Source: an optimization exercise on an open RTL-to-GDS flow (aim: small area). Production flows keep margins and buffers that such runs may drop.
In this exercise RTL edits were held to simulation tests only and were not proved equivalent to the original.
Power and IR drop assume default switching activity. The flow treats the clock pin as an ideal source, which a real chip does not have.

==> flow/design.v <==
module rd_aoi3 (a, s, y);
    input  logic [2:0] a, s;
    output logic y;
    assign y = ~((a[0] & s[0]) | (a[1] & s[1]) | (a[2] & s[2]));
endmodule
module g_inv (a, y);
    input  logic a;
    output logic y;
    assign y = ~a;
endmodule
module g_nand4 (a, y);
    input  logic [3:0] a;
    output logic y;
    assign y = ~&a;
endmodule
module g_nor2 (a, y);
    input  logic [1:0] a;
    output logic y;
    assign y = ~|a;
endmodule
module dec7 (en, a, y);
    input  logic       en;
    input  logic [6:0] a;
    output logic [127:0] y;
    logic [6:0] an;
    logic [7:0]  lo_n;
    logic [15:0] hi_n;
    genvar i;
    generate
        for (i = 0; i < 7; i++) begin : inv_g
            g_inv u (.a(a[i]), .y(an[i]));
        end
        for (i = 0; i < 8; i++) begin : lo_g
            g_nand4 u (.a({en,
                           i[2] ? a[2] : an[2],
                           i[1] ? a[1] : an[1],
                           i[0] ? a[0] : an[0]}), .y(lo_n[i]));
        end
        for (i = 0; i < 16; i++) begin : hi_g
            g_nand4 u (.a({i[3] ? a[6] : an[6],
                           i[2] ? a[5] : an[5],
                           i[1] ? a[4] : an[4],
                           i[0] ? a[3] : an[3]}), .y(hi_n[i]));
        end
        for (i = 0; i < 128; i++) begin : out_g
            g_nor2 u (.a({hi_n[i / 8], lo_n[i % 8]}), .y(y[i]));
        end
    endgenerate
endmodule
module or43n (a, y);
    input  logic [42:0] a;
    output logic y;
    assign y = ~&a;
endmodule
module ram
#(parameter logHeight = 5)  
(bytein, byteout, adr, rwn, clock);
    input logic [7:0] bytein;
    input logic [logHeight+1:0] adr;
    input logic rwn, clock;
    output logic [7:0] byteout;
    localparam N  = 2**(logHeight+2);
    localparam NS = N + 1;           
    localparam NG = NS / 3;          
    logic [N-1:0][7:0] mem;
    logic                 pend_we;
    logic [logHeight+1:0] pend_adr;
    logic [7:0]           pend_data;
    logic [3*NG-1:0] rsel;
    dec7 u_rdec (.en(rwn), .a(adr), .y(rsel[N-1:0]));
    g_inv u_hold (.a(rwn), .y(rsel[N]));
    logic [N-1:0] wen;
    dec7 u_wdec (.en(pend_we), .a(pend_adr), .y(wen));
    logic [7:0] nextout;
    genvar b, g;
    generate
        for (b = 0; b < 8; b++) begin : bit_g
            logic [3*NG-1:0] src;
            logic [NG-1:0]   leaf_n;
            for (g = 0; g < N; g++) begin : src_g
                assign src[g] = mem[g][b];
            end
            assign src[N] = byteout[b];    
            for (g = 0; g < NG; g++) begin : grp_g
                rd_aoi3 u (
                    .a(src[3*g+2:3*g]),
                    .s(rsel[3*g+2:3*g]),
                    .y(leaf_n[g]));
            end
            or43n u_or (.a(leaf_n), .y(nextout[b]));
        end
    endgenerate
    always_ff @(posedge clock) begin
        pend_we   <= ~rwn;
        pend_adr  <= adr;
        pend_data <= bytein;
        byteout   <= nextout;
    end
    genvar i;
    generate
        for (i = 0; i < N; i++) begin : mem_g
            always_ff @(posedge clock)
                if (wen[i])
                    mem[i] <= pend_data;
        end
    endgenerate
endmodule
export LEC_CHECK = 0
export CAP_MARGIN = 20
export CORE_MARGIN = 2
export CORE_UTILIZATION = 35
export SLEW_MARGIN = 20
export SYNTH_HIERARCHICAL = 1
export SYNTH_MINIMUM_KEEP_SIZE = 0
create_clock -name core_clock -period 10.0 [get_ports {clock}]
standard.sh (not shown) runs the stock make flow with config.mk's settings and CLKGATE_MAP_FILE= SYNTH_SCRIPT=/design/flow/synth_recipe.tcl, a recipe that flattens the netlist after the stock synthesis.
==> flow/flow/run.sh <==
#!/bin/bash
# Standard layout, but a leaner clock tree: no dummy loads, and larger sink
# clusters driven by clkbuf_16 (the flip-flop clock slew stays near 100 ps).
# Ports are buffered with the smallest buffer.
set -euo pipefail
export CTS_ARGS="-sink_clustering_enable -repair_clock_nets -dont_use_dummy_load -buf_list sky130_fd_sc_hd__clkbuf_16 -sink_clustering_size 30 -sink_clustering_max_diameter 100"
export BUFFER_PORTS_ARGS="-buffer_cell sky130_fd_sc_hd__buf_1"
bash standard.sh finish > standard_flow.log 2>&1
The baseline completed without violations.
==> next run, changes <==
==> flow/flow/run.sh (replaced) <==
#!/bin/bash
# Standard layout, but a leaner clock tree: no dummy loads, sink clusters of
# up to 30 flip-flops driven by clkbuf_16 (flip-flop clock slew near 120 ps),
# and clkbuf_8 above them. Ports are buffered with the smallest buffer.
set -euo pipefail
export CTS_ARGS="-sink_clustering_enable -repair_clock_nets -dont_use_dummy_load -sink_clustering_size 30 -sink_clustering_max_diameter 100 -sink_clustering_buffer sky130_fd_sc_hd__clkbuf_16 -buf_list sky130_fd_sc_hd__clkbuf_8 -root_buf sky130_fd_sc_hd__clkbuf_8"
export BUFFER_PORTS_ARGS="-buffer_cell sky130_fd_sc_hd__buf_1"
bash standard.sh finish > standard_flow.log 2>&1
After rerunning: The new run ran to the end with no violations; core utilization is about the same; final area hardly moves; die area is unchanged; total power decreases by about 0.8%; sequential power is about the same; worst setup slack gains 67 ps; first-iteration DRC count decreases by about 1.2%; clock power decreases by about 3%; synthesized cell count does not change; global-route usage stays flat.
==> next run, changes <==
==> flow/flow/run.sh (replaced) <==
#!/bin/bash
# Standard layout, but a leaner clock tree: no dummy loads, and larger sink
# clusters driven by clkbuf_16 (the flip-flop clock slew stays near 100 ps).
# Ports are buffered with the smallest buffer.
set -euo pipefail
export CTS_ARGS="-sink_clustering_enable -repair_clock_nets -dont_use_dummy_load -buf_list sky130_fd_sc_hd__clkbuf_16 -sink_clustering_size 30 -sink_clustering_max_diameter 100"
export BUFFER_PORTS_ARGS="-buffer_cell sky130_fd_sc_hd__buf_1"
bash standard.sh finish > standard_flow.log 2>&1
Settings changed: CORE_UTILIZATION 35 to 42.
Design area came out lower by 0.49%. First-iteration DRC count came out lower by 6.1%. Core utilization came out higher by 7.3 points. Sequential power is about the same. Hold slack gets better by 39 ps. Die area came out lower by about 16%. Cell count came out lower by 6.7%. Setup slack gets worse by 94 ps. Register-to-register slack gets worse by 160 ps. Area after synthesis does not change. Count of clock-buffer cells in the layout came out higher by 1.

-- afterwards: timing with drivers on the ports --
How much do the figures lean on ideal ports? The routed layouts below were timed once more, with nothing changed but the port constraints.
Step 1 sets driving cells, clkbuf_16 on the clock port and buf_2 on the other inputs (assumed; they add their load-dependent delay and slew).
Step 2 also shifts input and output timing later by t, the mid clock arrival at the registers, as if the neighbouring blocks saw the same clock.
Slacks: ideal / step 1 / step 2; pairs: ideal / step 1.
run | shift t [ns] | setup slack, ns | worst setup path at the end | clock arrival spread, ns | worst data-port slew with drivers (ns)
the first run | 0.662 | 4.814 / 4.796 / 4.133 | input to register | 0.051 / 0.051 | 0.14
the second run | 0.766 | 4.881 / 4.854 / 4.088 | input to register | 0.070 / 0.071 | 0.13
the third run | 0.670 | 4.787 / 4.832 / 4.161 | input to register | 0.077 / 0.077 | 0.14
After both steps every run listed still meets setup and hold. The setup slack of the second run, which loses most, moves by -0.027 ns with the drivers and by -0.793 ns with both steps.
